From an optimization exercise on the open Yosys and OpenROAD flow, aimed at small area, a short achievable clock period and few clock cycles per item; shortcuts taken in it are not production practice. Function was checked by simulation only, so behaviour that the tests miss may differ from the original.

### design/flow/flow/run.sh
#!/bin/bash
# Standard ORFS layout with two changes: the port buffers are
# sky130_fd_sc_hd__buf_1, and after the floorplan every combinational cell is
# set to its smallest drive strength (downsize.tcl), so that the later timing
# repair only upsizes the cells that need it.
set -euo pipefail
export BUFFER_PORTS_ARGS="-buffer_cell sky130_fd_sc_hd__buf_1"
bash standard.sh floorplan > floorplan.log 2>&1
R=orfs/results/$FLOW_PLATFORM/polinomio/base
openroad -no_init -exit flow/downsize.tcl > downsize.log 2>&1
bash standard.sh finish > finish.log 2>&1
### design/flow/flow/downsize.tcl
# Set each combinational cell of the floorplan to the smallest drive strength
# of its function (same name with _1, or _0 where that exists).
set r orfs/results/$::env(FLOW_PLATFORM)/polinomio/base
foreach lib [glob $::env(FLOW_HOME)/platforms/$::env(FLOW_PLATFORM)/lib/*tt*.lib] { read_liberty $lib }
read_db $r/2_floorplan.odb
set n 0
foreach inst [[ord::get_db_block] getInsts] {
  set m [[$inst getMaster] getName]
  if {![regexp {^(sky130_fd_sc_hd__)(mux2i?|a\w+|o\w+|nand\w*|nor\w*|and\w*|or\w*|xor\w*|xnor\w*|inv|ha|fa)_(\d+)$} $m -> pre fn sz]} { continue }
  if {$sz <= 1} { continue }
  foreach s {1} {
    set cand ${pre}${fn}_$s
    if {[[ord::get_db] findMaster $cand] ne "NULL"} {
      if {[catch {replace_cell [$inst getName] $cand} err]} { puts "skip [$inst getName]: $err" } else { incr n; puts "[$inst getName] $m -> $cand" }
      break
    }
  }
}
puts "downsized $n cells"
write_db $r/2_floorplan.odb
### design/flow/standard.sh
#!/bin/bash
# synth_recipe.tcl (not shown) runs the flow's synth.tcl, then flattens the netlist and writes it again
# the make line also repeats each setting of config.mk as NAME=value (left out here)
make -C /OpenROAD-flow-scripts/flow DESIGN_CONFIG=/design/flow/config.mk WORK_HOME=/design/flow/orfs CLKGATE_MAP_FILE= SYNTH_SCRIPT=/design/flow/synth_recipe.tcl "${@:-finish}"
### design/flow/config.mk
export PLATFORM = sky130hd
export DESIGN_NAME = polinomio
export DESIGN_NICKNAME = polinomio
export VERILOG_FILES = /design/flow/design.v
export SDC_FILE = /design/flow/constraint.sdc
export NUM_CORES = 4
export LEC_CHECK = 0
export CAP_MARGIN = 20
export CORE_MARGIN = 2
export CORE_UTILIZATION = 40
export SETUP_SLACK_MARGIN = 3.0
export SLEW_MARGIN = 20
export SYNTH_HIERARCHICAL = 1
### design/flow/constraint.sdc
create_clock -name core_clock -period 9.0 [get_ports {clk}]
set_input_delay 1.8000 -clock core_clock [delete_from_list [all_inputs] [get_ports {clk}]]
set_output_delay 1.8000 -clock core_clock [all_outputs]
set_load 0.01 [all_outputs]
### design/flow/design.v
module mac16(m, x, kn, y);
    input [15:0] m;
    input [15:0] x;
    input [15:0] kn;
    output [15:0] y;
    wire p1 = ~(m[0] & x[0]);
    wire p2 = ~(m[0] & x[1]);
    wire p3 = ~(m[0] & x[2]);
    wire p4 = ~(m[0] & x[3]);
    wire p5 = ~(m[0] & x[4]);
    wire p6 = ~(m[0] & x[5]);
    wire p7 = ~(m[0] & x[6]);
    wire p8 = ~(m[0] & x[7]);
    wire p9 = ~(m[0] & x[8]);
    wire p10 = ~(m[0] & x[9]);
    wire p11 = ~(m[0] & x[10]);
    wire p12 = ~(m[0] & x[11]);
    wire p13 = ~(m[0] & x[12]);
    wire p14 = ~(m[0] & x[13]);
    wire p15 = ~(m[0] & x[14]);
    wire p16 = ~(m[0] & x[15]);
    wire p17 = ~(m[1] & x[0]);
    wire p18 = ~(m[1] & x[1]);
    wire p19 = ~(m[1] & x[2]);
    wire p20 = ~(m[1] & x[3]);
    wire p21 = ~(m[1] & x[4]);
    wire p22 = ~(m[1] & x[5]);
    wire p23 = ~(m[1] & x[6]);
    wire p24 = ~(m[1] & x[7]);
    wire p25 = ~(m[1] & x[8]);
    wire p26 = ~(m[1] & x[9]);
    wire p27 = ~(m[1] & x[10]);
    wire p28 = ~(m[1] & x[11]);
    wire p29 = ~(m[1] & x[12]);
    wire p30 = ~(m[1] & x[13]);
    wire p31 = ~(m[1] & x[14]);
    wire p32 = ~(m[2] & x[0]);
    wire p33 = ~(m[2] & x[1]);
    wire p34 = ~(m[2] & x[2]);
    wire p35 = ~(m[2] & x[3]);
    wire p36 = ~(m[2] & x[4]);
    wire p37 = ~(m[2] & x[5]);
    wire p38 = ~(m[2] & x[6]);
    wire p39 = ~(m[2] & x[7]);
    wire p40 = ~(m[2] & x[8]);
    wire p41 = ~(m[2] & x[9]);
    wire p42 = ~(m[2] & x[10]);
    wire p43 = ~(m[2] & x[11]);
    wire p44 = ~(m[2] & x[12]);
    wire p45 = ~(m[2] & x[13]);
    wire p46 = ~(m[3] & x[0]);
    wire p47 = ~(m[3] & x[1]);
    wire p48 = ~(m[3] & x[2]);
    wire p49 = ~(m[3] & x[3]);
    wire p50 = ~(m[3] & x[4]);
    wire p51 = ~(m[3] & x[5]);
    wire p52 = ~(m[3] & x[6]);
    wire p53 = ~(m[3] & x[7]);
    wire p54 = ~(m[3] & x[8]);
    wire p55 = ~(m[3] & x[9]);
    wire p56 = ~(m[3] & x[10]);
    wire p57 = ~(m[3] & x[11]);
    wire p58 = ~(m[3] & x[12]);
    wire p59 = ~(m[4] & x[0]);
    wire p60 = ~(m[4] & x[1]);
    wire p61 = ~(m[4] & x[2]);
    wire p62 = ~(m[4] & x[3]);
    wire p63 = ~(m[4] & x[4]);
    wire p64 = ~(m[4] & x[5]);
    wire p65 = ~(m[4] & x[6]);
    wire p66 = ~(m[4] & x[7]);
    wire p67 = ~(m[4] & x[8]);
    wire p68 = ~(m[4] & x[9]);
    wire p69 = ~(m[4] & x[10]);
    wire p70 = ~(m[4] & x[11]);
    wire p71 = ~(m[5] & x[0]);
    wire p72 = ~(m[5] & x[1]);
    wire p73 = ~(m[5] & x[2]);
    wire p74 = ~(m[5] & x[3]);
    wire p75 = ~(m[5] & x[4]);
    wire p76 = ~(m[5] & x[5]);
    wire p77 = ~(m[5] & x[6]);
    wire p78 = ~(m[5] & x[7]);
    wire p79 = ~(m[5] & x[8]);
    wire p80 = ~(m[5] & x[9]);
    wire p81 = ~(m[5] & x[10]);
    wire p82 = ~(m[6] & x[0]);
    wire p83 = ~(m[6] & x[1]);
    wire p84 = ~(m[6] & x[2]);
    wire p85 = ~(m[6] & x[3]);
    wire p86 = ~(m[6] & x[4]);
    wire p87 = ~(m[6] & x[5]);
    wire p88 = ~(m[6] & x[6]);
    wire p89 = ~(m[6] & x[7]);
    wire p90 = ~(m[6] & x[8]);
    wire p91 = ~(m[6] & x[9]);
    wire p92 = ~(m[7] & x[0]);
    wire p93 = ~(m[7] & x[1]);
    wire p94 = ~(m[7] & x[2]);
    wire p95 = ~(m[7] & x[3]);
    wire p96 = ~(m[7] & x[4]);
    wire p97 = ~(m[7] & x[5]);
    wire p98 = ~(m[7] & x[6]);
    wire p99 = ~(m[7] & x[7]);
    wire p100 = ~(m[7] & x[8]);
    wire p101 = ~(m[8] & x[0]);
    wire p102 = ~(m[8] & x[1]);
    wire p103 = ~(m[8] & x[2]);
    wire p104 = ~(m[8] & x[3]);
    wire p105 = ~(m[8] & x[4]);
    wire p106 = ~(m[8] & x[5]);
    wire p107 = ~(m[8] & x[6]);
    wire p108 = ~(m[8] & x[7]);
    wire p109 = ~(m[9] & x[0]);
    wire p110 = ~(m[9] & x[1]);
    wire p111 = ~(m[9] & x[2]);
    wire p112 = ~(m[9] & x[3]);
    wire p113 = ~(m[9] & x[4]);
    wire p114 = ~(m[9] & x[5]);
    wire p115 = ~(m[9] & x[6]);
    wire p116 = ~(m[10] & x[0]);
    wire p117 = ~(m[10] & x[1]);
    wire p118 = ~(m[10] & x[2]);
    wire p119 = ~(m[10] & x[3]);
    wire p120 = ~(m[10] & x[4]);
    wire p121 = ~(m[10] & x[5]);
    wire p122 = ~(m[11] & x[0]);
    wire p123 = ~(m[11] & x[1]);
    wire p124 = ~(m[11] & x[2]);
    wire p125 = ~(m[11] & x[3]);
    wire p126 = ~(m[11] & x[4]);
    wire p127 = ~(m[12] & x[0]);
    wire p128 = ~(m[12] & x[1]);
    wire p129 = ~(m[12] & x[2]);
    wire p130 = ~(m[12] & x[3]);
    wire p131 = ~(m[13] & x[0]);
    wire p132 = ~(m[13] & x[1]);
    wire p133 = ~(m[13] & x[2]);
    wire p134 = ~(m[14] & x[0]);
    wire p135 = ~(m[14] & x[1]);
    wire p136 = ~(m[15] & x[0]);
    wire s137;
    xnor_cell h138(kn[1], p17, s137);
    wire c138;
    or_cell o138(kn[1], p17, c138);
    wire s139, c140;
    fa_cell f140(kn[2], p18, p3, s139, c140);
    wire s141;
    xnor_cell h142(p32, c138, s141);
    wire c142;
    or_cell o142(p32, c138, c142);
    wire s143, c144;
    fa_cell f144(kn[3], p19, p33, s143, c144);
    wire s145, c146;
    fa_cell f146(p4, p46, c140, s145, c146);
    wire s147;
    xnor_cell h148(s143, c142, s147);
    wire c148;
    or_cell o148(s143, c142, c148);
    wire s149, c150;
    fa_cell f150(kn[4], p20, p34, s149, c150);
    wire s151, c152;
    fa_cell f152(p47, p5, p59, s151, c152);
    wire s153, c154;
    fa_cell f154(c144, s149, s151, s153, c154);
    wire s155;
    xnor_cell h156(c146, c148, s155);
    wire c156;
    or_cell o156(c146, c148, c156);
    wire s157, c158;
    fa_cell f158(kn[5], p21, p35, s157, c158);
    wire s159, c160;
    fa_cell f160(p48, p6, p60, s159, c160);
    wire s161, c162;
    fa_cell f162(p71, c150, c152, s161, c162);
    wire s163, c164;
    fa_cell f164(s157, s159, s161, s163, c164);
    wire s165;
    xnor_cell h166(c154, c156, s165);
    wire c166;
    or_cell o166(c154, c156, c166);
    wire s167, c168;
    fa_cell f168(kn[6], p22, p36, s167, c168);
    wire s169, c170;
    fa_cell f170(p49, p61, p7, s169, c170);
    wire s171, c172;
    fa_cell f172(p72, p82, c158, s171, c172);
    wire s173, c174;
    fa_cell f174(c160, s167, s169, s173, c174);
    wire s175, c176;
    fa_cell f176(c162, s171, s173, s175, c176);
    wire s177;
    xnor_cell h178(c164, c166, s177);
    wire c178;
    or_cell o178(c164, c166, c178);
    wire s179, c180;
    fa_cell f180(kn[7], p23, p37, s179, c180);
    wire s181, c182;
    fa_cell f182(p50, p62, p73, s181, c182);
    wire s183, c184;
    fa_cell f184(p8, p83, p92, s183, c184);
    wire s185, c186;
    fa_cell f186(c168, c170, s179, s185, c186);
    wire s187, c188;
    fa_cell f188(s181, s183, c172, s187, c188);
    wire s189, c190;
    fa_cell f190(c174, s185, s187, s189, c190);
    wire s191;
    xnor_cell h192(c176, c178, s191);
    wire c192;
    or_cell o192(c176, c178, c192);
    wire s193, c194;
    fa_cell f194(kn[8], p101, p24, s193, c194);
    wire s195, c196;
    fa_cell f196(p38, p51, p63, s195, c196);
    wire s197, c198;
    fa_cell f198(p74, p84, p9, s197, c198);
    wire s199, c200;
    fa_cell f200(p93, c180, c182, s199, c200);
    wire s201, c202;
    fa_cell f202(c184, s193, s195, s201, c202);
    wire s203, c204;
    fa_cell f204(s197, c186, s199, s203, c204);
    wire s205, c206;
    fa_cell f206(s201, c188, s203, s205, c206);
    wire s207;
    xnor_cell h208(c190, c192, s207);
    wire c208;
    or_cell o208(c190, c192, c208);
    wire s209, c210;
    fa_cell f210(kn[9], p10, p102, s209, c210);
    wire s211, c212;
    fa_cell f212(p109, p25, p39, s211, c212);
    wire s213, c214;
    fa_cell f214(p52, p64, p75, s213, c214);
    wire s215, c216;
    fa_cell f216(p85, p94, c194, s215, c216);
    wire s217, c218;
    fa_cell f218(c196, c198, s209, s217, c218);
    wire s219, c220;
    fa_cell f220(s211, s213, c200, s219, c220);
    wire s221, c222;
    fa_cell f222(s215, c202, s217, s221, c222);
    wire s223, c224;
    fa_cell f224(c204, s219, s221, s223, c224);
    wire s225;
    xnor_cell h226(c206, s223, s225);
    wire c226;
    or_cell o226(c206, s223, c226);
    wire s227, c228;
    fa_cell f228(kn[10], p103, p11, s227, c228);
    wire s229, c230;
    fa_cell f230(p110, p116, p26, s229, c230);
    wire s231, c232;
    fa_cell f232(p40, p53, p65, s231, c232);
    wire s233, c234;
    fa_cell f234(p76, p86, p95, s233, c234);
    wire s235, c236;
    fa_cell f236(c210, c212, c214, s235, c236);
    wire s237, c238;
    fa_cell f238(s227, s229, s231, s237, c238);
    wire s239, c240;
    fa_cell f240(s233, c216, c218, s239, c240);
    wire s241, c242;
    fa_cell f242(s235, s237, c220, s241, c242);
    wire s243, c244;
    fa_cell f244(c222, s239, s241, s243, c244);
    wire s245;
    xnor_cell h246(c224, s243, s245);
    wire c246;
    or_cell o246(c224, s243, c246);
    wire s247, c248;
    fa_cell f248(kn[11], p104, p111, s247, c248);
    wire s249, c250;
    fa_cell f250(p117, p12, p122, s249, c250);
    wire s251, c252;
    fa_cell f252(p27, p41, p54, s251, c252);
    wire s253, c254;
    fa_cell f254(p66, p77, p87, s253, c254);
    wire s255, c256;
    fa_cell f256(p96, c228, c230, s255, c256);
    wire s257, c258;
    fa_cell f258(c232, c234, s247, s257, c258);
    wire s259, c260;
    fa_cell f260(s249, s251, s253, s259, c260);
    wire s261, c262;
    fa_cell f262(c236, s255, c238, s261, c262);
    wire s263, c264;
    fa_cell f264(s257, s259, c240, s263, c264);
    wire s265, c266;
    fa_cell f266(s261, c242, s263, s265, c266);
    wire s267;
    xnor_cell h268(c244, s265, s267);
    wire c268;
    or_cell o268(c244, s265, c268);
    wire s269, c270;
    fa_cell f270(kn[12], p105, p112, s269, c270);
    wire s271, c272;
    fa_cell f272(p118, p123, p127, s271, c272);
    wire s273, c274;
    fa_cell f274(p13, p28, p42, s273, c274);
    wire s275, c276;
    fa_cell f276(p55, p67, p78, s275, c276);
    wire s277, c278;
    fa_cell f278(p88, p97, c248, s277, c278);
    wire s279, c280;
    fa_cell f280(c250, c252, c254, s279, c280);
    wire s281, c282;
    fa_cell f282(s269, s271, s273, s281, c282);
    wire s283, c284;
    fa_cell f284(s275, c256, c258, s283, c284);
    wire s285, c286;
    fa_cell f286(s277, c260, s279, s285, c286);
    wire s287, c288;
    fa_cell f288(s281, c262, s283, s287, c288);
    wire s289, c290;
    fa_cell f290(s285, c264, s287, s289, c290);
    wire s291;
    xnor_cell h292(c266, s289, s291);
    wire c292;
    or_cell o292(c266, s289, c292);
    wire s293, c294;
    fa_cell f294(kn[13], p106, p113, s293, c294);
    wire s295, c296;
    fa_cell f296(p119, p124, p128, s295, c296);
    wire s297, c298;
    fa_cell f298(p131, p14, p29, s297, c298);
    wire s299, c300;
    fa_cell f300(p43, p56, p68, s299, c300);
    wire s301, c302;
    fa_cell f302(p79, p89, p98, s301, c302);
    wire s303, c304;
    fa_cell f304(c270, c272, c274, s303, c304);
    wire s305, c306;
    fa_cell f306(c276, s293, s295, s305, c306);
    wire s307, c308;
    fa_cell f308(s297, s299, s301, s307, c308);
    wire s309, c310;
    fa_cell f310(c278, c280, c282, s309, c310);
    wire s311, c312;
    fa_cell f312(s303, s305, s307, s311, c312);
    wire s313, c314;
    fa_cell f314(c284, c286, s309, s313, c314);
    wire s315, c316;
    fa_cell f316(s311, c288, s313, s315, c316);
    wire s317;
    xnor_cell h318(c290, s315, s317);
    wire c318;
    or_cell o318(c290, s315, c318);
    wire s319, c320;
    fa_cell f320(kn[14], p107, p114, s319, c320);
    wire s321, c322;
    fa_cell f322(p120, p125, p129, s321, c322);
    wire s323, c324;
    fa_cell f324(p132, p134, p15, s323, c324);
    wire s325, c326;
    fa_cell f326(p30, p44, p57, s325, c326);
    wire s327, c328;
    fa_cell f328(p69, p80, p90, s327, c328);
    wire s329, c330;
    fa_cell f330(p99, c294, c296, s329, c330);
    wire s331, c332;
    fa_cell f332(c298, c300, c302, s331, c332);
    wire s333, c334;
    fa_cell f334(s319, s321, s323, s333, c334);
    wire s335, c336;
    fa_cell f336(s325, s327, c304, s335, c336);
    wire s337, c338;
    fa_cell f338(s329, c306, c308, s337, c338);
    wire s339, c340;
    fa_cell f340(s331, s333, c310, s339, c340);
    wire s341, c342;
    fa_cell f342(s335, s337, c312, s341, c342);
    wire s343, c344;
    fa_cell f344(c314, s339, s341, s343, c344);
    wire s345;
    xnor_cell h346(c316, s343, s345);
    wire c346;
    or_cell o346(c316, s343, c346);
    wire s347, c348;
    fa_cell f348(kn[15], p100, p108, s347, c348);
    wire s349, c350;
    fa_cell f350(p115, p121, p126, s349, c350);
    wire s351, c352;
    fa_cell f352(p130, p133, p135, s351, c352);
    wire s353, c354;
    fa_cell f354(p136, p16, p31, s353, c354);
    wire s355, c356;
    fa_cell f356(p45, p58, p70, s355, c356);
    wire s357, c358;
    fa_cell f358(p81, p91, c320, s357, c358);
    wire s359, c360;
    fa_cell f360(c322, c324, c326, s359, c360);
    wire s361, c362;
    fa_cell f362(c328, s347, s349, s361, c362);
    wire s363, c364;
    fa_cell f364(s351, s353, s355, s363, c364);
    wire s365, c366;
    fa_cell f366(c330, c332, s357, s365, c366);
    wire s367, c368;
    fa_cell f368(c334, s359, s361, s367, c368);
    wire s369, c370;
    fa_cell f370(s363, c336, c338, s369, c370);
    wire s371, c372;
    fa_cell f372(s365, s367, c340, s371, c372);
    wire s373, c374;
    fa_cell f374(s369, c342, s371, s373, c374);
    wire s375;
    xnor_cell h376(c344, s373, s375);
    wire [15:0] g, p;
    nor_cell gn0(kn[0], p1, g[0]);
    xor_cell pn0(kn[0], p1, p[0]);
    nor_cell gn1(p2, s137, g[1]);
    xor_cell pn1(p2, s137, p[1]);
    nor_cell gn2(s141, s139, g[2]);
    xor_cell pn2(s141, s139, p[2]);
    nor_cell gn3(s147, s145, g[3]);
    xor_cell pn3(s147, s145, p[3]);
    nor_cell gn4(s155, s153, g[4]);
    xor_cell pn4(s155, s153, p[4]);
    nor_cell gn5(s165, s163, g[5]);
    xor_cell pn5(s165, s163, p[5]);
    nor_cell gn6(s175, s177, g[6]);
    xor_cell pn6(s175, s177, p[6]);
    nor_cell gn7(s189, s191, g[7]);
    xor_cell pn7(s189, s191, p[7]);
    nor_cell gn8(s205, s207, g[8]);
    xor_cell pn8(s205, s207, p[8]);
    nor_cell gn9(c208, s225, g[9]);
    xor_cell pn9(c208, s225, p[9]);
    nor_cell gn10(c226, s245, g[10]);
    xor_cell pn10(c226, s245, p[10]);
    nor_cell gn11(c246, s267, g[11]);
    xor_cell pn11(c246, s267, p[11]);
    nor_cell gn12(c268, s291, g[12]);
    xor_cell pn12(c268, s291, p[12]);
    nor_cell gn13(c292, s317, g[13]);
    xor_cell pn13(c292, s317, p[13]);
    nor_cell gn14(c318, s345, g[14]);
    xor_cell pn14(c318, s345, p[14]);
    nor_cell gn15(c346, s375, g[15]);
    xor_cell pn15(c346, s375, p[15]);
    wire G377;
    ao21_cell a377(g[1], p[1], g[0], G377);
    wire G378;
    ao21_cell a378(g[2], p[2], G377, G378);
    wire G379;
    ao21_cell a379(g[3], p[3], G378, G379);
    wire G380;
    ao21_cell a380(g[4], p[4], G379, G380);
    wire G381;
    ao21_cell a381(g[5], p[5], G380, G381);
    wire G382;
    ao21_cell a382(g[6], p[6], G381, G382);
    wire G383;
    ao21_cell a383(g[7], p[7], G382, G383);
    wire G384;
    ao21_cell a384(g[8], p[8], G383, G384);
    wire G385;
    ao21_cell a385(g[9], p[9], G384, G385);
    wire G386;
    ao21_cell a386(g[10], p[10], G385, G386);
    wire G387;
    ao21_cell a387(g[11], p[11], G386, G387);
    wire C388;
    ao21_cell a388(g[12], p[12], G387, C388);
    wire G389;
    wire G390;
    ao21_cell a390(g[13], p[13], g[12], G390);
    wire P391;
    and2_cell n391(p[13], p[12], P391);
    ao21_cell a389(G390, P391, G387, G389);
    wire C392;
    ao21_cell a392(g[14], p[14], G389, C392);
    assign y[0] = p[0];
    xor_cell sn1(p[1], g[0], y[1]);
    xor_cell sn2(p[2], G377, y[2]);
    xor_cell sn3(p[3], G378, y[3]);
    xor_cell sn4(p[4], G379, y[4]);
    xor_cell sn5(p[5], G380, y[5]);
    xor_cell sn6(p[6], G381, y[6]);
    xor_cell sn7(p[7], G382, y[7]);
    xor_cell sn8(p[8], G383, y[8]);
    xor_cell sn9(p[9], G384, y[9]);
    xor_cell sn10(p[10], G385, y[10]);
    xor_cell sn11(p[11], G386, y[11]);
    xor_cell sn12(p[12], G387, y[12]);
    xor_cell sn13(p[13], C388, y[13]);
    xor_cell sn14(p[14], G389, y[14]);
    xor_cell sn15(p[15], C392, y[15]);
endmodule
module fa_cell(a, b, c, s, co);
    input a, b, c;
    output s, co;
    assign s = a ^ b ^ c;
    assign co = (a & b) | (a & c) | (b & c);
endmodule
module xnor_cell(a, b, y);
    input a, b;
    output y;
    assign y = ~(a ^ b);
endmodule
module or_cell(a, b, y);
    input a, b;
    output y;
    assign y = a | b;
endmodule
module nor_cell(a, b, y);
    input a, b;
    output y;
    assign y = ~(a | b);
endmodule
module xor_cell(a, b, y);
    input a, b;
    output y;
    assign y = a ^ b;
endmodule
module and2_cell(a, b, y);
    input a, b;
    output y;
    assign y = a & b;
endmodule
module ao21_cell(a, b, c, y);
    input a, b, c;
    output y;
    assign y = a | (b & c);
endmodule
module polinomio(clk, inicio, reset, a, b, c, x, saida, pronto, livre);
    input clk;
    input inicio;
    input reset;
    input [15:0] a;
    input [15:0] b;
    input [15:0] c;
    input [15:0] x;
    output [15:0] saida;
    output pronto;
    output livre;
    reg [15:0] acc;
    reg livre_r;    
    reg pronto_r;
    wire [15:0] m = livre_r ? a : acc;
    wire [15:0] kn = livre_r ? ~b : ~c;    
    wire [15:0] y;
    mac16 u0(m, x, kn, y);
    always @(posedge clk) begin
        acc <= y;
        if (reset) begin
            livre_r <= 1'b1;
            pronto_r <= 1'b0;
        end else begin
            livre_r <= ~(livre_r & inicio);
            pronto_r <= ~livre_r;
        end
    end
    assign saida = acc;
    assign pronto = pronto_r;
    assign livre = livre_r;
endmodule
==> run notes, run 1 <==
Placement:
- The congestion estimate from routability-driven global placement came to a little under 0.9.
- The count of buffers added on input and output ports is 84.
- Summed over all nets, the half-perimeter wirelength after detailed placement is approximately 8600 µm.

Yosys:
- The synthesized net count is about 580.
- The most used flip-flop cell after synthesis is sky130_fd_sc_hd__dfxtp_1.
- The number of enable-type register cells in the synthesized netlist is 0.
- The share of async-settable or async-resettable flops after synthesis is 0%.
- Dividing the synthesized area by the synthesized cell count gives a little over 10 µm².
- The number of distinct library cells after synthesis is 18.
- The number of warnings printed during yosys synthesis is 7.
- The instance count of the mapped netlist is between 400 and 500.
- The post-synth design cell area is 0.00424 mm².
- In this run, synthesis produced a sequential element count of 18.
- The proportion of synthesized chip area in sequential cells is ~8.5%.

Clocking:
- Counting every sink on the clock net gives 18.
- The total CTS buffers is 3.
- Clock tree synthesis selected as its root buffer the cell sky130_fd_sc_hd__clkbuf_8.
- For the worst-skew pair, the clock arrives at the later sink with an insertion delay of 0.27 ns.
- After clock tree synthesis, the flow added hold-fix buffers numbering 0.
- Clock-pin slew was measured on the worst setup and hold paths at 0.08 ns.
- The maximum count of clock buffers along a single path is 2.
- The total number of H-tree levels is 1.
- TritonCTS built the clock tree.

Layout:
- Once layout is complete, the utilization of the core stands at 44.0%.
- The fill cell instance count of the final layout is roughly 1000.
- The signed area change from the synthesized netlist to the final layout is 7.29%.
- The post-route netlist has between 3 and 4% of its cells at a drive strength greater than 1.
- The total inserted antenna cells is 0.
- The leading cell type in the layout, fill and taps excluded is sky130_fd_sc_hd__nand2_1.
- At the end of the flow, the number of nets in the layout was between 600 and 700.
- The top cell types in the final layout, fill and taps aside, are sky130_fd_sc_hd__nand2_1, sky130_fd_sc_hd__fa_1, sky130_fd_sc_hd__buf_1.

Run status:
- The flow ran to the end and the layout has no timing, DRC or antenna violations.

Flow run:
- The tool flagged a number of max-cap violations equal to 0.

Global routing:
- The via count of the first global-routing pass is about 3400.
- Entering global routing, the biggest net connects 24 pins.
- The final global-route overflow total is 0.
- For this run, the total global-route usage over all layers was measured as about 20%.
- The global-route wire length before repair is ~17000 µm.
- The number of antenna violations at the first check in global routing came to 0.

Floorplan:
- The width of the die is roughly 110 µm.
- The row count is 37.
- The floorplan step defined a core boundary enclosing about 0.010 mm².
- In this run the count of I/O pins placed on the die edge is 85.
- The initial standard-cell utilization of the core is 41.0%.
- The die is ~110 µm tall.
- The area of the die is roughly 0.011 mm².

Route:
- Using the TritonRoute via totals, the vias-per-cell ratio works out to between 5 and 6.
- The wire length per cell is around 17 µm.
- After the first detailed-routing iteration, the DRC count stood at between 200 and 250.
- The remaining antenna violation count is 0.
- The number of DRC violations after detailed routing is 0.
- The first TritonRoute pass finished after 4 iterations.
- For this block, the via count after detailed routing is around 3000.
- The routed design has 10600 µm of wire.

Critical path:
- Among all stages on the critical path, the largest delay is contributed by sky130_fd_sc_hd__fa_1.
- STA classifies the critical path startpoint as a primary input.
- The kind of critical path is in2reg.
- Data on the critical path is required at its endpoint by ~9 ns.
- The arrival time of the worst setup path is around 6 ns.
- The cell repeated most along the worst path is sky130_fd_sc_hd__fa_1.
- The endpoint class of the critical path is a flip-flop.
- The critical-path maximum fanout is 11.
- Walking the worst path, the cells encountered are buf_1, mux2_1, nand2_1, fa_1, fa_1, fa_1, fa_1, fa_1, xnor2_1, xor2_1, a21o_1, a21o_1, a21o_1, a21o_1, xor2_1.
- The largest single stage delay on the critical path is 0.53 ns.

Hold path:
- The min-delay analysis places its worst path in the category reg2reg.

Timing:
- The number of endpoints with negative hold slack in the final report is 0.
- The slew at the pin with the worst max-slew slack is about 0.66 ns.
- The count of final setup violators is 0.
- The remaining max-slew budget at the tightest pin is between 50% and 60%.
- Setup repair after global routing left no endpoint under its margin.
- The shortest clock period the worst path allows after layout is 5.83 ns.
- The final-report max-slew violation count is 0.
- Clock skew on the completed layout was measured at ~0.0085 ns.
- Adding up every negative setup slack in the final design gives 0 ns.
- The timing-limited maximum frequency is around 170 MHz.
- The final critical path takes up between 60% and 70% of the cycle.
- The worst hold margin is slightly above 0.6 ns.
-- metrics by stage --
step / std cells / instance area, µm² / setup WS, ns
2_1_floorplan: 409 / 4240 / 3.21
3_3_place_gp: 605 / 4480 / 2.79
3_5_place_dp: 605 / 4480 / 2.75
4_1_cts: 609 / 4540 / 3.02
5_1_grt: 609 / 4550 / 3.02
6_report: 609 / 4550 / 3.17
-- synth_stat cells, types with 8 or more instances --
| master | instances | area (µm²) |
|---|---|---|
| sky130_fd_sc_hd__a21o_1 | 15 | 113 |
| sky130_fd_sc_hd__nor2_1 | 16 | 60.1 |
| sky130_fd_sc_hd__nand2_1 | 136 | 510 |
| sky130_fd_sc_hd__dfxtp_1 | 18 | 360 |
| sky130_fd_sc_hd__fa_1 | 105 | 2100 |
| sky130_fd_sc_hd__xor2_1 | 31 | 272 |
| sky130_fd_sc_hd__buf_4 | 8 | 60.1 |
| sky130_fd_sc_hd__buf_2 | 10 | 50.1 |
| sky130_fd_sc_hd__mux2_4 | 12 | 180 |
| sky130_fd_sc_hd__xnor2_1 | 15 | 131 |
| sky130_fd_sc_hd__or2_1 | 14 | 87.6 |
| sky130_fd_sc_hd__mux2i_1 | 16 | 160 |
-- per-module statistics from Yosys, one instance, submodules excluded --
module,area [µm²],copies in the design
or_cell,6.26,14
mac16,658,1
xnor_cell,8.76,15
nor_cell,3.75,15
xor_cell,8.76,31
and2_cell,6.26,1
fa_cell,20.0,105
polinomio,811,1
ao21_cell,7.51,15
-- final timing paths --
path	from	endpoint	slack, ns	depth (start not counted)
min reg2reg	livre_r$_SDFF_PP1_	livre_r$_SDFF_PP1_	0.62	1
min	livre_r$_SDFF_PP1_	livre_r$_SDFF_PP1_	0.62	1
max reg2reg	livre_r$_SDFF_PP1_	acc[15]$_DFF_P_	3.69	15
max	a[5]	acc[15]$_DFF_P_	3.17	15
-- sequential cells by signal (all words and copies together), names as in the netlist --
name	flops
acc	16
livre_r	1
pronto_r	1
-- per-layer routing --
metal	vias up	global-route usage (%)	wire (µm)
met5	-	0	0
met4	0	6.40	232
met3	13	2.49	831
met2	135	34.8	5290
met1	1559	26.4	4230
li1	1367	-	-
-- cell families after synthesis --
| group | share of synthesized area [%] |
|---|---|
| buffers and inverters | 4.75 |
| adder cells (fa/ha/maj) | 49.6 |
| XOR/XNOR | 9.51 |
| AO/OA/AOI/OAI | 2.66 |
| multiplexers | 9.10 |
| AND/OR/NAND/NOR | 15.9 |
| flip-flops | 8.51 |
-- final cells by class --
class	count	area (µm²)	area share (%)
well taps	136	170	3.74
multi-input cells	366	3630	79.9
repair buffers	85	329	7.24
flip-flops and latches	18	362	7.95
clock buffers	4	55.1	1.21
-- worst max-delay path: cells and delay by family --
kind	cells	cell delay, ns
AOI/OAI and AO/OA	4	0.76
xor gates and xnor gates	3	0.55
adders and majority gates	5	2.17
buffers and inverters	1	0.07
muxes	1	0.48
and+or+nand+nor	1	0.14
-- repair_timing --
action / 4_1_cts / 5_1_grt
setup endpoints to repair: 0 / 3
resized for setup: 0 / 11
buffers inserted: 0 / 0
Testbench counts, summed over its fixed seeds: cycles 6,400, items 3,200.
==> run 2, diff against run 1 <==
--- a/design/flow/config.mk
+++ b/design/flow/config.mk
@@ -9,5 +9,5 @@
 export CORE_MARGIN = 2
 export CORE_UTILIZATION = 40
-export SETUP_SLACK_MARGIN = 3.0
+export SETUP_SLACK_MARGIN = 3.4
 export SLEW_MARGIN = 20
 export SYNTH_HIERARCHICAL = 1
==> run 2 against run 1 <==
Critical path depth decreased by 2. Synthesized cell count is the same. Fmax is 4.2% higher. Still clean on timing, DRC and antenna. Clock skew fell by 0.0017 ns. Critical path type unchanged. Worst hold slack better by 0.45 ns. Setup slack better by 0.24 ns. Sequential share of layout area is 0.54 points lower. First-iteration DRC count is 0.99% lower. Sequential cell count unchanged.
==> run notes, run 2 <==
Route:
- The via count was 3279 (+6.7%).
- The final routed wirelength across all metal layers is 11800 µm (+12%).
- The remaining antenna violation count is 0 (unchanged).
- The number of DRC markers in iteration 0 is 200 (-0.99%).
- The wire length per cell was 18.9 µm (+8.5%).
- The number of DRC violations after detailed routing is 0 (unchanged).
- The first-pass detailed-route iteration total is 7 (+3).
- The per-cell via count in the routed design is 5.24 (+3.8%).

Timing:
- The timing-limited maximum frequency is 179 MHz (+4.2%).
- The clock tree skew after final layout is 0.00685 ns (-0.00166 ns).
- The count of final setup violators is 0 (unchanged).
- The slew at the pin with the worst max-slew slack is 0.830 ns (+0.174 ns).
- The final-report max-slew violation count is 0 (unchanged).
- Setup repair after global routing could not meet its margin everywhere.
- The number of endpoints with negative hold slack in the final report was 0 (unchanged).
- The post-route clock period utilization was 62.1% (-2.6 points).
- The final setup TNS is 0 ns (unchanged).
- The shortest clock period the worst path allows after layout is 5.59 ns (-0.236 ns).
- The remaining max-slew budget at the tightest pin is 44.7% (-12 points).

Floorplan:
- The row count is 37 (unchanged).
- The initial standard-cell utilization of the core was 41.0% (unchanged).
- The width of the die came to 107 µm (unchanged).
- The total core area is 0.0103 mm² (unchanged).
- The I/O pin count was 85 (unchanged).
- The area of the die is 0.0114 mm² (unchanged).
- The floorplan die height is 107 µm (unchanged).

Layout:
- The share of cells above drive strength 1 is 16.1% (+13 points).
- The fill cell instance count of the final layout is 1003 (-2.0%).
- The net count of the finished layout came to 663 (+2.6%).
- In the layout the commonest cells are sky130_fd_sc_hd__nand2_1, sky130_fd_sc_hd__fa_1, sky130_fd_sc_hd__buf_1.
- The register with the most flip-flops in the final layout is acc.
- The flip-flop count of the largest register, all copies and words added is 16 (unchanged).
- The library cell used most frequently in the layout, excluding fill and tap cells, is sky130_fd_sc_hd__nand2_1.
- The total inserted antenna cells is 0 (unchanged).
- The signed area change from the synthesized netlist to the final layout is 15.1%.
- The final cell count without fillers is 626 (+2.8%).
- In the final layout, the registers with the most flip-flops are acc x16, livre_r x1, pronto_r x1.
- The area occupied by multi-input gates is 0.00384 mm² (+5.7%).
- The register area was 362 µm² (unchanged).

Global routing:
- The number of antenna violations at the first check in global routing is 0 (unchanged).
- The final global-route overflow total came to 0 (unchanged).
- The global-route usage over all layers is 21.2% (+1.1 points).
- The via count of the first global-routing pass is 3508 (+3.2%).
- The global-route wire length before repair is 18100 µm (+4.1%).
- The maximum number of pins on one net before global-route repair is 25 (+4.2%).

Yosys:
- By count the netlist is led by sky130_fd_sc_hd__nand2_1, sky130_fd_sc_hd__fa_1, sky130_fd_sc_hd__xor2_1, sky130_fd_sc_hd__dfxtp_1.
- The post-synthesis register bit count was 18 (unchanged).
- The number of warnings printed during yosys synthesis is 7 (unchanged).
- The leading area contributor after synthesis is sky130_fd_sc_hd__fa_1.
- The fraction of post-synthesis cell area in the top cell type by area came to 49.6% (unchanged).
- The number of enable-type register cells in the synthesized netlist is 0 (unchanged).
- The synthesized net count is 581 (unchanged).
- The mean cell area of the mapped netlist is 10.4 µm² (unchanged).
- In the post-synthesis netlist, the biggest area contributors are sky130_fd_sc_hd__fa_1, sky130_fd_sc_hd__nand2_1, sky130_fd_sc_hd__dfxtp_1.
- The proportion of synthesized chip area in sequential cells is 8.51% (unchanged).
- The most used flip-flop cell after synthesis is sky130_fd_sc_hd__dfxtp_1.
- The number of distinct library cells after synthesis is 18 (unchanged).
- The most repeated cell in the gate-level netlist after synthesis is sky130_fd_sc_hd__nand2_1.
- The share of async-settable or async-resettable flops after synthesis is 0% (unchanged).
- The instance count of the mapped netlist was 409 (unchanged).
- The post-synth design cell area is 0.00424 mm² (unchanged).

Clocking:
- The count of clock tree sinks is 18 (unchanged).
- The cell sitting at the root of the clock tree is a sky130_fd_sc_hd__clkbuf_8.
- The total number of H-tree levels is 1 (unchanged).
- The clock latency on the worst-skew pair was 0.27 ns (about the same).
- The total CTS buffers came to 3 (unchanged).
- The clock-pin slew on the worst setup and hold paths is 0.08 ns (about the same).
- The maximum count of clock buffers along a single path is 2 (unchanged).
- TritonCTS built the clock tree.

Placement:
- The last weighted congestion value of the routability-driven placer was 0.885 (+1.6%).
- The number of buffers added on ports was 84 (unchanged).
- The placed cell count is 605 (unchanged).
- The post-DP HPWL is 8680 µm (+1.5%).

Critical path:
- The worst setup path is launched from a primary input.
- The worst path required time is 9.15 ns (about the same).
- The gate family responsible for the most delay along the worst path is adder cells.
- The slowest cell on the critical path is sky130_fd_sc_hd__fa_1.
- The logic depth of the worst path, buffers included is 13 (-2).
- The longest individual stage delay on the worst path was 0.53 ns (about the same).
- The endpoint class of the critical path is a flip-flop.
- The worst-case reg-to-reg path depth is 14 (-1).
- The number of buffer and inverter stages on the critical path is 1 (unchanged).
- The arrival time of the worst setup path was 5.74 ns (-0.24 ns).
- The critical-path maximum fanout was 7 (-4).
- By instance count, the cell type seen most on the critical path is sky130_fd_sc_hd__fa_1.
- The critical path in this run is classified as in2reg.
- The signal on the critical path passes through buf_1, nand2_1, fa_1, fa_1, fa_1, fa_1, fa_1, xnor2_2, xor2_1, a21o_1, a21o_1, a21o_1, xor2_1.

Hold path:
- The number of cells on the worst hold path was 2 (+1).
- The path class of the lowest-slack min-delay path is reg2reg.

Flow run:
- The number of max-cap violations is 0 (unchanged).

Run status:
- The run finished with no timing, DRC or antenna violations.
## run 2: cell counts after synthesis
Identical to the previous run, type by type.
## run 2: Yosys stat by module (local to each module, per instance), a selection
module / times used / area, µm² / cells inside
and2_cell: 1 / 6.26 / 1
ao21_cell: 15 / 7.51 / 1
fa_cell: 105 / 20.0 / 1
mac16: 1 / 658 / 157
nor_cell: 15 / 3.75 / 1
or_cell: 14 / 6.26 / 1
xnor_cell: 15 / 8.76 / 1
xor_cell: 31 / 8.76 / 1
## run 2: through the flow
| step | utilization, % | cell area [µm²] | setup WS (ns) | hold WS, ns |
|---|---|---|---|---|
| after floorplan | - | 4250 | 3.31 | 0.756 |
| after global placement | 43.4 | 4480 | 2.78 | 0.870 |
| after detailed placement | 43.4 | 4480 | 2.74 | 0.891 |
| after CTS | 45.2 | 4660 | 3.41 | 0.919 |
| after global routing | 47.2 | 4870 | 3.32 | 1.09 |
| final | 47.2 | 4870 | 3.41 | 1.06 |
## run 2: per-layer routing
metal	vias up	routed length, µm	global-route usage (%)	share of wire (%)
met5	-	0	0	0
met1	1662	4370	27.0	37
met4	0	395	7.98	3.3
met3	33	1080	3.34	9.1
met2	173	5960	36.6	51
li1	1411	-	-	-
## run 2: worst register-to-register path, delay by kind of cell (launching register included)
kind | cells | cell delay [ns]
xor gates and xnor gates | 3 | 0.52
DFF | 1 | 0.88
adders and majority gates | 5 | 2.34
and+or+nand+nor | 1 | 0.12
muxes | 1 | 0.44
AOI/OAI and AO/OA | 3 | 0.52
buffers and inverters | 1 | 0.41
## run 2: logic make-up (layout without fill, tap and decap cells)
family                   Yosys count  in the layout  synth area share (%)
multiplexers                      32             36                  9.10
buffers and inverters             25            102                  4.75
flip-flops                        18             18                  8.51
adder cells (fa/ha/maj)          105            105                  49.6
AO/OA/AOI/OAI                     15             15                  2.66
XOR/XNOR                          46             46                  9.51
AND/OR/NAND/NOR                  168            168                  15.9
## run 2: path summary, 6_finish.rpt
| kind | slack [ns] | end | startpoint |
|---|---|---|---|
| max | 3.41 | acc[15]$_DFF_P_ | x[9] |
| min reg2reg | 1.06 | acc[0]$_DFF_P_ | livre_r$_SDFF_PP1_ |
| min | 1.06 | acc[0]$_DFF_P_ | livre_r$_SDFF_PP1_ |
| max reg2reg | 3.67 | acc[15]$_DFF_P_ | livre_r$_SDFF_PP1_ |
## run 2: area by class of cell
type | count | share of cell area (%)
clock buffers | 4 | 1.13
multi-input cells | 370 | 78.7
flip-flops and latches | 18 | 7.42
well taps | 136 | 3.49
repair buffers | 98 | 9.24
## run 2: timing repair
item,CTS,global route
gates resized for setup,37,38
setup buffers,4,9
cloned,2,2
setup endpoints to repair,4,3
hold buffers,0,0
pin swaps,2,23
==> run 3, diff against run 2 <==
--- a/design/flow/config.mk
+++ b/design/flow/config.mk
@@ -9,5 +9,5 @@
 export CORE_MARGIN = 2
 export CORE_UTILIZATION = 40
-export SETUP_SLACK_MARGIN = 3.4
+export SETUP_SLACK_MARGIN = 3.3
 export SLEW_MARGIN = 20
 export SYNTH_HIERARCHICAL = 1
==> run 3 against run 2 <==
Sequential cell count is the same. Synthesized cell count stayed put. Critical endpoint unchanged. Non-clock buffer count is 1 lower. Largest cell class unchanged.
==> run notes, run 3 <==
Layout:
- The register with the most flip-flops is acc.
- The flip-flop count of the largest register, all copies and words added is 16 (unchanged).
- The fill cell instance count of the final layout is 958 (-4.5%).
- The top cell types in the final layout, fill and taps aside, are sky130_fd_sc_hd__nand2_1, sky130_fd_sc_hd__fa_1, sky130_fd_sc_hd__buf_1.
- The largest registers in the layout are acc x16, livre_r x1, pronto_r x1.
- The share of cells above drive strength 1 is 11.1% (-5.0 points).
- The net count of the finished layout is 660 (-0.45%).
- The leading cell type in the layout, fill and taps excluded is sky130_fd_sc_hd__nand2_1.
- The total inserted antenna cells was 0 (unchanged).
- The signed area change from the synthesized netlist to the final layout is 13.0%.

Yosys:
- The instance count of the mapped netlist is 409 (unchanged).
- After synthesis, the most frequently instantiated cells are sky130_fd_sc_hd__nand2_1, sky130_fd_sc_hd__fa_1, sky130_fd_sc_hd__xor2_1, sky130_fd_sc_hd__dfxtp_1.
- The synthesized net count came to 581 (unchanged).
- The most repeated cell in the gate-level netlist after synthesis is sky130_fd_sc_hd__nand2_1.
- The number of warnings printed during yosys synthesis is 7 (unchanged).
- The post-synth design cell area came to 0.00424 mm² (unchanged).
- The leading area contributor after synthesis is sky130_fd_sc_hd__fa_1.
- In the post-synthesis netlist, the biggest area contributors are sky130_fd_sc_hd__fa_1, sky130_fd_sc_hd__nand2_1, sky130_fd_sc_hd__dfxtp_1.
- The mean cell area of the mapped netlist came to 10.4 µm² (unchanged).
- The share of async-settable or async-resettable flops after synthesis was 0% (unchanged).
- The number of enable-type register cells in the synthesized netlist is 0 (unchanged).
- The proportion of synthesized chip area in sequential cells is 8.51% (unchanged).
- The number of distinct library cells after synthesis is 18 (unchanged).
- The most used flip-flop cell after synthesis is sky130_fd_sc_hd__dfxtp_1.
- The fraction of post-synthesis cell area in the top cell type by area is 49.6% (unchanged).
- The post-synthesis register bit count came to 18 (unchanged).

Floorplan:
- The floorplan die height is 107 µm (unchanged).
- The I/O pin count is 85 (unchanged).
- The total core area is 0.0103 mm² (unchanged).
- The area of the die is 0.0114 mm² (unchanged).
- The width of the die is 107 µm (unchanged).
- The row count is 37 (unchanged).
- The initial standard-cell utilization of the core is 41.0% (unchanged).

Timing:
- The worst hold margin is 0.565 ns (-0.498 ns).
- The remaining max-slew budget at the tightest pin came to 67.6% (+23 points).
- The count of final setup violators was 0 (unchanged).
- The number of endpoints with negative hold slack in the final report is 0 (unchanged).
- The setup slack after layout is 3.33 ns (-0.0752 ns).
- The final-report max-slew violation count is 0 (unchanged).
- Setup repair after global routing could not meet its margin everywhere.
- The final setup TNS was 0 ns (unchanged).
- The slew at the pin with the worst max-slew slack was 0.487 ns (-0.343 ns).
- The timing-limited maximum frequency was 176 MHz (-1.3%).
- The clock tree skew after final layout was 0.00550 ns (-0.00136 ns).
- The post-route clock period utilization was 63.0% (+0.84 points).
- The shortest clock period the worst path allows after layout is 5.67 ns (+0.0752 ns).

Critical path:
- The launch instance of the worst register-to-register path is livre_r$_SDFF_PP1_.
- The slack of the worst reg-to-reg path was 3.83 ns (+0.16 ns).
- The end of the worst register-to-register path is acc[15]$_DFF_P_.
- In this run the worst setup path begins at a[2].
- The arrival time of the worst setup path is 5.81 ns (+0.07 ns).
- The kind of critical path is in2reg.
- The critical-path maximum fanout is 6 (-1).
- The endpoint class of the critical path is a flip-flop.
- The worst-case reg-to-reg path depth was 14 (unchanged).
- The worst path required time is 9.15 ns (about the same).
- The sort of element at the start of the critical path is a primary input.

Hold path:
- The worst hold path belongs to the class reg2reg.
- The number of cells on the worst hold path came to 1 (-1).
- The startpoint identified for the worst hold timing path is livre_r$_SDFF_PP1_.
- The end of the worst hold path is livre_r$_SDFF_PP1_.

Placement:
- The number of buffers added on ports is 84 (unchanged).
- The last weighted congestion value of the routability-driven placer is 0.879 (-0.73%).
- The post-DP HPWL is 8900 µm (+2.5%).
- The post-placement worst setup slack is 2.73 ns (-0.00996 ns).

Global routing:
- The via count of the first global-routing pass is 3515 (+0.20%).
- The global-route usage over all layers was 20.9% (-0.32 points).
- The maximum number of pins on one net before global-route repair is 26 (+4.0%).
- The number of antenna violations at the first check in global routing is 0 (unchanged).
- The global-route wire length before repair is 17900 µm (-1.2%).
- The final global-route overflow total is 0 (unchanged).

Clocking:
- The clock latency on the worst-skew pair was 0.26 ns (about the same).
- The TritonCTS clock tree is yes.
- The total number of H-tree levels was 1 (unchanged).
- The count of clock tree sinks was 18 (unchanged).
- The maximum count of clock buffers along a single path is 2 (unchanged).
- The clock-pin slew on the worst setup and hold paths came to 0.08 ns (about the same).
- The clock root buffer is sky130_fd_sc_hd__clkbuf_8.
- The count of hold buffers inserted by post-cts repair is 0 (unchanged).
- The total CTS buffers is 3 (unchanged).

Route:
- The wire length per cell is 18.8 µm (-0.19%).
- The remaining antenna violation count was 0 (unchanged).
- The number of DRC markers in iteration 0 is 282 (+41%).
- The first-pass detailed-route iteration total is 5 (-2).
- The final routed wirelength across all metal layers came to 11700 µm (-0.83%).
- The number of DRC violations after detailed routing is 0 (unchanged).
- The per-cell via count in the routed design is 5.21 (-0.58%).
- The via count is 3239 (-1.2%).

Run status:
- The flow ran to the end and the layout has no timing, DRC or antenna violations.

Flow run:
- The number of max-cap violations is 0 (unchanged).
## run 3: how the worst max path moves through the flow
stage                      end  slack, ns
3_3_place_gp   acc[15]$_DFF_P_       2.80
4_1_cts        acc[15]$_DFF_P_       3.32
5_1_grt        acc[15]$_DFF_P_       3.22
2_1_floorplan  acc[15]$_DFF_P_       3.30
3_5_place_dp   acc[15]$_DFF_P_       2.73
6_report       acc[15]$_DFF_P_       3.33
## run 3: cell type report
cell class / count / area, µm² / area share (%)
flip-flops and latches: 18 / 362 / 7.56
clock buffers: 3 / 41.3 / 0.863
multi-input cells: 368 / 3750 / 78.4
repair buffers: 97 / 460 / 9.62
well taps: 136 / 170 / 3.56
## run 3: timing repair
item	CTS	global route
setup endpoints to repair	3	2
buffers inserted	0	12
pin swaps	0	3
gates resized for setup	24	25
gates cloned	0	2
## run 3: cells by family after synthesis
group / share of synthesized area, %
flops: 8.51
simple gates: 15.9
xor+xnor: 9.51
mux: 9.10
fa+ha+maj: 49.6
compound gates: 2.66
buf+inv: 4.75
## run 3: metal layers
| layer | vias to the layer above | GRT usage, % | part of all wire (%) |
|---|---|---|---|
| li1 | 1401 | - | - |
| met1 | 1621 | 27.0 | 39 |
| met2 | 189 | 36.3 | 50 |
| met3 | 28 | 2.31 | 8.2 |
| met4 | 0 | 7.61 | 3.3 |
| met5 | - | 0 | 0 |
## run 3: per-module statistics from Yosys (local to each module, per instance), excerpt
module | cell area, µm² | copies in the design | cells | flip-flops and latches
polinomio | 811 | 1 | 56 | 18
mac16 | 658 | 1 | 157 | 0
xor_cell | 8.76 | 31 | 1 | 0
xnor_cell | 8.76 | 15 | 1 | 0
ao21_cell | 7.51 | 15 | 1 | 0
and2_cell | 6.26 | 1 | 1 | 0
or_cell | 6.26 | 14 | 1 | 0
## run 3: critical path, stage by stage
cell and delay [ns]:
sky130_fd_sc_hd__buf_1 0.16, sky130_fd_sc_hd__mux2_4 0.25, sky130_fd_sc_hd__nand2_1 0.10, sky130_fd_sc_hd__fa_2 0.43, sky130_fd_sc_hd__fa_1 0.46, sky130_fd_sc_hd__fa_1 0.49
sky130_fd_sc_hd__fa_1 0.55, sky130_fd_sc_hd__fa_1 0.47, sky130_fd_sc_hd__or2_1 0.26, sky130_fd_sc_hd__xor2_1 0.17, sky130_fd_sc_hd__a21o_1 0.19, sky130_fd_sc_hd__a21o_1 0.17
sky130_fd_sc_hd__a21o_1 0.17, sky130_fd_sc_hd__xor2_1 0.15
## run 3: per-stage QoR
stage | cell area (µm²) | utilization (%) | std cells
global route | 4790 | 46.4 | 622
floorplan | 4250 | - | 409
CTS | 4550 | 44.1 | 608
global placement | 4480 | 43.4 | 605
detailed placement | 4480 | 43.4 | 605
finish | 4790 | 46.4 | 622
==> run 4, diff against run 3 <==
--- a/design/flow/config.mk
+++ b/design/flow/config.mk
@@ -9,5 +9,5 @@
 export CORE_MARGIN = 2
 export CORE_UTILIZATION = 40
-export SETUP_SLACK_MARGIN = 3.3
+export SETUP_SLACK_MARGIN = 3.1
 export SLEW_MARGIN = 20
 export SYNTH_HIERARCHICAL = 1
==> run 4 against run 3 <==
Worst hold slack improved by 0.056 ns. Utilization is 2.2 points lower. Final cell count is 2.1% lower. Fmax is 1.0% lower. Sequential cell count is the same. Register-to-register slack worse by 0.08 ns. Global-route usage decreased by 0.73 points. Design area shrank 4.8%. Clock skew up 0.0051 ns.
==> run notes, run 4 <==
Route:
- The number of DRC violations after detailed routing came to 0 (unchanged).
- The via count came to 3071 (-5.2%).
- The wire length per cell is 17.4 µm (-7.5%).
- The routed wire length on met3 is 956 µm (+0.10%).
- The per-cell via count in the routed design came to 5.04 (-3.2%).
- The first-pass detailed-route iteration total is 4 (-1).
- The amount of wire on met2 after detailed routing was 5310 µm (-8.4%).
- The final routed wirelength across all metal layers came to 10600 µm (-9.5%).
- The met1 layer wirelength in the final routing came to 4060 µm (-11%).
- The remaining antenna violation count is 0 (unchanged).
- The number of DRC markers in iteration 0 is 194 (-31%).
- The highest layer touched by signal routing is met4.

Layout:
- The flip-flop count of the largest register, all copies and words added came to 16 (unchanged).
- More flip-flops sit in one register than any other, and that register is acc.
- In the layout the commonest cells are sky130_fd_sc_hd__nand2_1, sky130_fd_sc_hd__fa_1, sky130_fd_sc_hd__buf_1.
- The leading cell type in the layout, fill and taps excluded is sky130_fd_sc_hd__nand2_1.
- The total inserted antenna cells is 0 (unchanged).
- The signed area change from the synthesized netlist to the final layout is 7.53%.
- The largest registers in the layout are acc x16, livre_r x1, pronto_r x1.
- The final cell count without fillers was 609 (-2.1%).
- The net count of the finished layout is 646 (-2.1%).
- The share of cells above drive strength 1 is 4.44% (-6.7 points).

Yosys:
- The number of enable-type register cells in the synthesized netlist is 0 (unchanged).
- The most repeated cell in the gate-level netlist after synthesis is sky130_fd_sc_hd__nand2_1.
- In the post-synthesis netlist, the biggest area contributors are sky130_fd_sc_hd__fa_1, sky130_fd_sc_hd__nand2_1, sky130_fd_sc_hd__dfxtp_1.
- The most used flip-flop cell after synthesis is sky130_fd_sc_hd__dfxtp_1.
- The post-synth design cell area is 0.00424 mm² (unchanged).
- The number of distinct library cells after synthesis is 18 (unchanged).
- The proportion of synthesized chip area in sequential cells is 8.51% (unchanged).
- The instance count of the mapped netlist came to 409 (unchanged).
- The fraction of post-synthesis cell area in the top cell type by area is 49.6% (unchanged).
- The share of async-settable or async-resettable flops after synthesis is 0% (unchanged).
- The synthesized net count is 581 (unchanged).
- The mean cell area of the mapped netlist came to 10.4 µm² (unchanged).
- The largest total area in the synthesized netlist belongs to sky130_fd_sc_hd__fa_1.
- The number of warnings printed during yosys synthesis is 7 (unchanged).
- The commonest cells after synthesis are sky130_fd_sc_hd__nand2_1, sky130_fd_sc_hd__fa_1, sky130_fd_sc_hd__xor2_1, sky130_fd_sc_hd__dfxtp_1.
- The post-synthesis register bit count came to 18 (unchanged).

Hold path:
- The path class of the lowest-slack min-delay path is reg2reg.

Floorplan:
- The width of the die came to 107 µm (unchanged).
- The total core area came to 0.0103 mm² (unchanged).
- The row count is 37 (unchanged).
- The I/O pin count is 85 (unchanged).
- The initial standard-cell utilization of the core is 41.0% (unchanged).
- The floorplan die height is 107 µm (unchanged).
- The area of the die is 0.0114 mm² (unchanged).

Critical path:
- The most critical setup path has its endpoint at acc[15]$_DFF_P_.
- The worst-case reg-to-reg path depth is 15 (+1).
- The worst setup path is launched from a primary input.
- The launch instance of the worst register-to-register path is livre_r$_SDFF_PP1_.
- The critical path starts at a[3].
- The slack of the worst reg-to-reg path was 3.75 ns (-0.08 ns).
- The end of the worst register-to-register path is acc[15]$_DFF_P_.
- The kind of critical path is in2reg.
- The endpoint class of the critical path is a flip-flop.
- The worst path required time is 9.15 ns (about the same).
- The arrival time of the worst setup path came to 5.88 ns (+0.07 ns).
- The critical-path maximum fanout is 13 (+7).

Global routing:
- The number of antenna violations at the first check in global routing is 0 (unchanged).
- The global-route usage over all layers came to 20.2% (-0.73 points).
- The final global-route overflow total came to 0 (unchanged).
- The via count of the first global-routing pass was 3403 (-3.2%).
- The global-route wire length before repair came to 17400 µm (-2.6%).
- The maximum number of pins on one net before global-route repair is 24 (-7.7%).

Clocking:
- The clock latency on the worst-skew pair came to 0.27 ns (about the same).
- The total CTS buffers is 3 (unchanged).
- The count of hold buffers inserted by post-cts repair is 0 (unchanged).
- TritonCTS built the clock tree.
- The maximum count of clock buffers along a single path came to 2 (unchanged).
- The clock-pin slew on the worst setup and hold paths is 0.09 ns (about the same).
- The total number of H-tree levels is 1 (unchanged).
- The post-CTS setup buffer count came to 0 (unchanged).
- The clock root buffer is sky130_fd_sc_hd__clkbuf_8.
- The count of clock tree sinks is 18 (unchanged).

Timing:
- The count of final setup violators is 0 (unchanged).
- Setup repair after global routing left no endpoint under its margin.
- The post-route clock period utilization is 63.6% (+0.65 points).
- The clock tree skew after final layout is 0.0106 ns (+0.00510 ns).
- The number of endpoints with negative hold slack in the final report was 0 (unchanged).
- The remaining max-slew budget at the tightest pin is 63.5% (-4.1 points).
- The final setup TNS came to 0 ns (unchanged).
- The shortest clock period the worst path allows after layout is 5.72 ns (+0.0588 ns).
- The slew at the pin with the worst max-slew slack is 0.548 ns (+0.0612 ns).
- The timing-limited maximum frequency is 175 MHz (-1.0%).
- The final-report max-slew violation count was 0 (unchanged).

Placement:
- The number of buffers added on ports is 84 (unchanged).
- The last weighted congestion value of the routability-driven placer is 0.871 (-0.82%).
- The placed cell count is 605 (unchanged).
- The post-DP HPWL is 8550 µm (-3.9%).

Flow run:
- The number of max-cap violations is 0 (unchanged).

Run status:
- The run finished with no timing, DRC or antenna violations.
[run 4: timing repair]
item | in CTS | in global routing
endpoints found under the hold margin | 0 | 0
gates cloned | 0 | 0
setup endpoints to repair | 1 | 3
pin swaps | 0 | 1
resized for setup | 5 | 15
[run 4: final cells by class]
class / count / area, µm²
Multi-Input combinational cell: 366 / 3640
Tap cell: 136 / 170
Sequential cell: 18 / 362
Fill cell: 1020 / 5770
Timing Repair Buffer: 85 / 332
Clock buffer: 4 / 55.1
[run 4: metal layers]
| layer | GRT usage, % | vias up |
|---|---|---|
| li1 | - | 1367 |
| met1 | 26.6 | 1539 |
| met2 | 34.7 | 150 |
| met3 | 2.49 | 15 |
| met4 | 6.40 | 0 |
| met5 | 0 | - |
[run 4: per-stage QoR]
stage                     hold slack [ns]  worst slack (ns)  cell area, µm²  util [%]
after floorplan                     0.756              3.21            4240         -
after global placement              0.602              2.79            4480      43.4
after detailed placement            0.609              2.75            4480      43.4
after CTS                           0.628              3.11            4550      44.1
after global routing                0.634              3.10            4560      44.1
final                               0.621              3.28            4560      44.1
[run 4: how the worst min path moves through the flow]
stage,from,to,slack (ns),cells after the start
2_1_floorplan,livre_r$_SDFF_PP1_,livre_r$_SDFF_PP1_,0.76,3
3_3_place_gp,livre_r$_SDFF_PP1_,livre_r$_SDFF_PP1_,0.60,1
3_5_place_dp,livre_r$_SDFF_PP1_,livre_r$_SDFF_PP1_,0.61,1
4_1_cts,livre_r$_SDFF_PP1_,livre_r$_SDFF_PP1_,0.63,1
5_1_grt,livre_r$_SDFF_PP1_,pronto_r$_SDFF_PP0_,0.63,1
6_report,livre_r$_SDFF_PP1_,livre_r$_SDFF_PP1_,0.62,1
[run 4: worst max-delay path, stage by stage]
cell and delay, ns:
sky130_fd_sc_hd__buf_1 0.06, sky130_fd_sc_hd__mux2_2 0.36, sky130_fd_sc_hd__nand2_1 0.13, sky130_fd_sc_hd__fa_1 0.46, sky130_fd_sc_hd__fa_1 0.39, sky130_fd_sc_hd__fa_1 0.39, sky130_fd_sc_hd__fa_1 0.53, sky130_fd_sc_hd__fa_1 0.44
sky130_fd_sc_hd__xnor2_1 0.26, sky130_fd_sc_hd__xor2_1 0.14, sky130_fd_sc_hd__a21o_1 0.22, sky130_fd_sc_hd__a21o_1 0.20, sky130_fd_sc_hd__a21o_1 0.18, sky130_fd_sc_hd__a21o_1 0.16, sky130_fd_sc_hd__xor2_1 0.15
[run 4: cell families after synthesis]
kind of cell,Yosys count,share of synthesized area (%)
adders and majority gates,105,49.6
buffers and inverters,25,4.75
DFF,18,8.51
xor gates and xnor gates,46,9.51
and+or+nand+nor,168,15.9
AOI/OAI and AO/OA,15,2.66
muxes,32,9.10
[run 4: modules after synthesis (local to each module, per instance), excerpt]
| module | area [µm²] | cells |
|---|---|---|
| ao21_cell | 7.51 | 1 |
| xnor_cell | 8.76 | 1 |
| xor_cell | 8.76 | 1 |
| and2_cell | 6.26 | 1 |
| fa_cell | 20.0 | 1 |
| polinomio | 811 | 56 |
| or_cell | 6.26 | 1 |
==> run 5, diff against run 4 <==
--- a/design/flow/config.mk
+++ b/design/flow/config.mk
@@ -8,6 +8,6 @@
 export CAP_MARGIN = 20
 export CORE_MARGIN = 2
-export CORE_UTILIZATION = 40
-export SETUP_SLACK_MARGIN = 3.1
+export CORE_UTILIZATION = 55
+export SETUP_SLACK_MARGIN = 3.2
 export SLEW_MARGIN = 20
 export SYNTH_HIERARCHICAL = 1
==> run 5 against run 4 <==
Utilization rose by 18 points. Wire length rose by 1.5%. Clock-buffer cell count fell by 1. Highest routed layer unchanged.
==> run notes, run 5 <==
Clocking:
- The clock latency on the worst-skew pair is 0.26 ns (about the same).
- The count of hold buffers inserted by post-cts repair is 0 (unchanged).

Floorplan:
- The area of the die is 0.00842 mm² (-26%).

Global routing:
- The number of antenna violations at the first check in global routing is 0 (unchanged).
- The global-route usage over all layers is 26.8% (+6.6 points).

Route:
- The number of DRC violations after detailed routing is 0 (unchanged).
- The remaining antenna violation count is 0 (unchanged).
- The final routed wirelength across all metal layers is 10800 µm (+1.5%).
- The per-cell via count in the routed design came to 5.31 (+5.2%).

Yosys:
- The synthesized net count is 581 (unchanged).
- The mean cell area of the mapped netlist is 10.4 µm² (unchanged).
- The post-synth design cell area is 0.00424 mm² (unchanged).
- By instance count, the leading cell after synthesis is sky130_fd_sc_hd__nand2_1.

Critical path:
- The worst-case reg-to-reg path depth is 15 (unchanged).
- The worst path required time is 9.15 ns (about the same).

Layout:
- The net count of the finished layout is 661 (+2.3%).
- The largest registers in the layout are acc x16, livre_r x1, pronto_r x1.

Timing:
- The final-report max-slew violation count is 0 (unchanged).
- The number of endpoints with negative hold slack in the final report is 0 (unchanged).

Run status:
- The flow ran to the end and the layout has no timing, DRC or antenna violations.

Placement:
- The last weighted congestion value of the routability-driven placer is 0.858 (-1.6%).
- The number of buffers added on ports is 84 (unchanged).
- The post-DP HPWL was 8120 µm (-5.0%).
run 5: cell count changes in the layout (fill, tap and decap cells not counted), sizes merged:
cell | before | now
buf | 81 | 92
mux2 | 16 | 18
clkbuf | 8 | 9
run 5: area by class of cell:
cell class	count	area [µm²]
timing repair buffer	98	465
multi-input combinational	368	3720
fill	685	2890
sequential	18	362
clock buffer	3	41.3
tap	102	128
run 5: per-stage QoR:
stage | utilization [%] | setup WS [ns] | area (µm²) | hold WS (ns)
6_report | 62.0 | 3.33 | 4720 | 0.628
5_1_grt | 62.0 | 3.18 | 4720 | 0.655
4_1_cts | 59.2 | 3.21 | 4500 | 0.624
3_5_place_dp | 58.4 | 2.68 | 4440 | 0.598
3_3_place_gp | 58.4 | 2.73 | 4440 | 0.593
2_1_floorplan | - | 3.21 | 4240 | 0.756
run 5: how the worst max path moves through the flow:
stage | start | endpoint | slack (ns) | depth (start not counted)
2_1_floorplan | a[0] | acc[15]$_DFF_P_ | 3.21 | 15
3_3_place_gp | x[0] | acc[15]$_DFF_P_ | 2.73 | 13
3_5_place_dp | x[0] | acc[15]$_DFF_P_ | 2.68 | 18
4_1_cts | x[6] | acc[15]$_DFF_P_ | 3.21 | 14
5_1_grt | a[0] | acc[15]$_DFF_P_ | 3.18 | 17
6_report | a[2] | acc[15]$_DFF_P_ | 3.33 | 15
run 5: logic make-up (layout without fill, tap and decap cells):
kind of cell / Yosys count / in the layout / synth area share, %
buf+inv: 25 / 101 / 4.75
mux: 32 / 34 / 9.10
fa+ha+maj: 105 / 105 / 49.6
simple gates: 168 / 168 / 15.9
compound gates: 15 / 15 / 2.66
flops: 18 / 18 / 8.51
xor+xnor: 46 / 46 / 9.51
run 5: modules after synthesis (local to each module, per instance):
module	times used	flip-flops and latches
mac16	1	0
xnor_cell	15	0
polinomio	1	18
or_cell	14	0
nor_cell	15	0
xor_cell	31	0
and2_cell	1	0
fa_cell	105	0
ao21_cell	15	0
run 5: metal layers:
metal | wire, µm | vias to the layer above | GRT usage [%] | share of wire [%]
li1 | - | 1404 | - | -
met4 | 272 | 0 | 8.21 | 2.5
met3 | 649 | 20 | 2.88 | 6.0
met5 | 0 | - | 0 | 0
met2 | 5470 | 133 | 47.7 | 51
met1 | 4360 | 1568 | 34.5 | 41
run 5: what timing repair did:
| item | 4_1_cts | 5_1_grt |
|---|---|---|
| pin swaps | 0 | 5 |
| gates cloned | 0 | 2 |
| endpoints found under the setup margin | 3 | 4 |
| resized for setup | 13 | 30 |
| setup buffers | 0 | 13 |

-- port drivers added, routing unchanged --
How much do the figures lean on ideal ports? The routed layouts below were timed once more, with nothing changed but the port constraints. Step 1: set_driving_cell puts a clkbuf_16 on clk and a buf_2 on each other input, an assumption about the parent block. Step 2, shift: input delay + t, output delay - t, t = (earliest + latest rising clock arrival at the registers) / 2. This alone moves slack from input paths to output paths. Three values: ideal, step 1, step 2; two values: the first two.
| run | t, ns | setup slack, ns | worst setup path after step 2 | cell pins on the clock port's net |
|---|---|---|---|---|
| run 1 | 0.298 | 3.173 / 3.171 / 2.873 | input to register | 1 |
| run 2 | 0.294 | 3.409 / 3.417 / 3.123 | input to register | 1 |
| run 3 | 0.292 | 3.334 / 3.347 / 3.055 | input to register | 1 |
| run 4 | 0.299 | 3.275 / 3.285 / 2.985 | input to register | 1 |
| run 5 | 0.292 | 3.327 / 3.337 / 3.045 | input to register | 1 |
After both steps setup and hold are still met in every run listed. For run 1, which loses most, drivers alone change the setup slack by -0.002 ns; drivers and shift together by -0.300 ns.
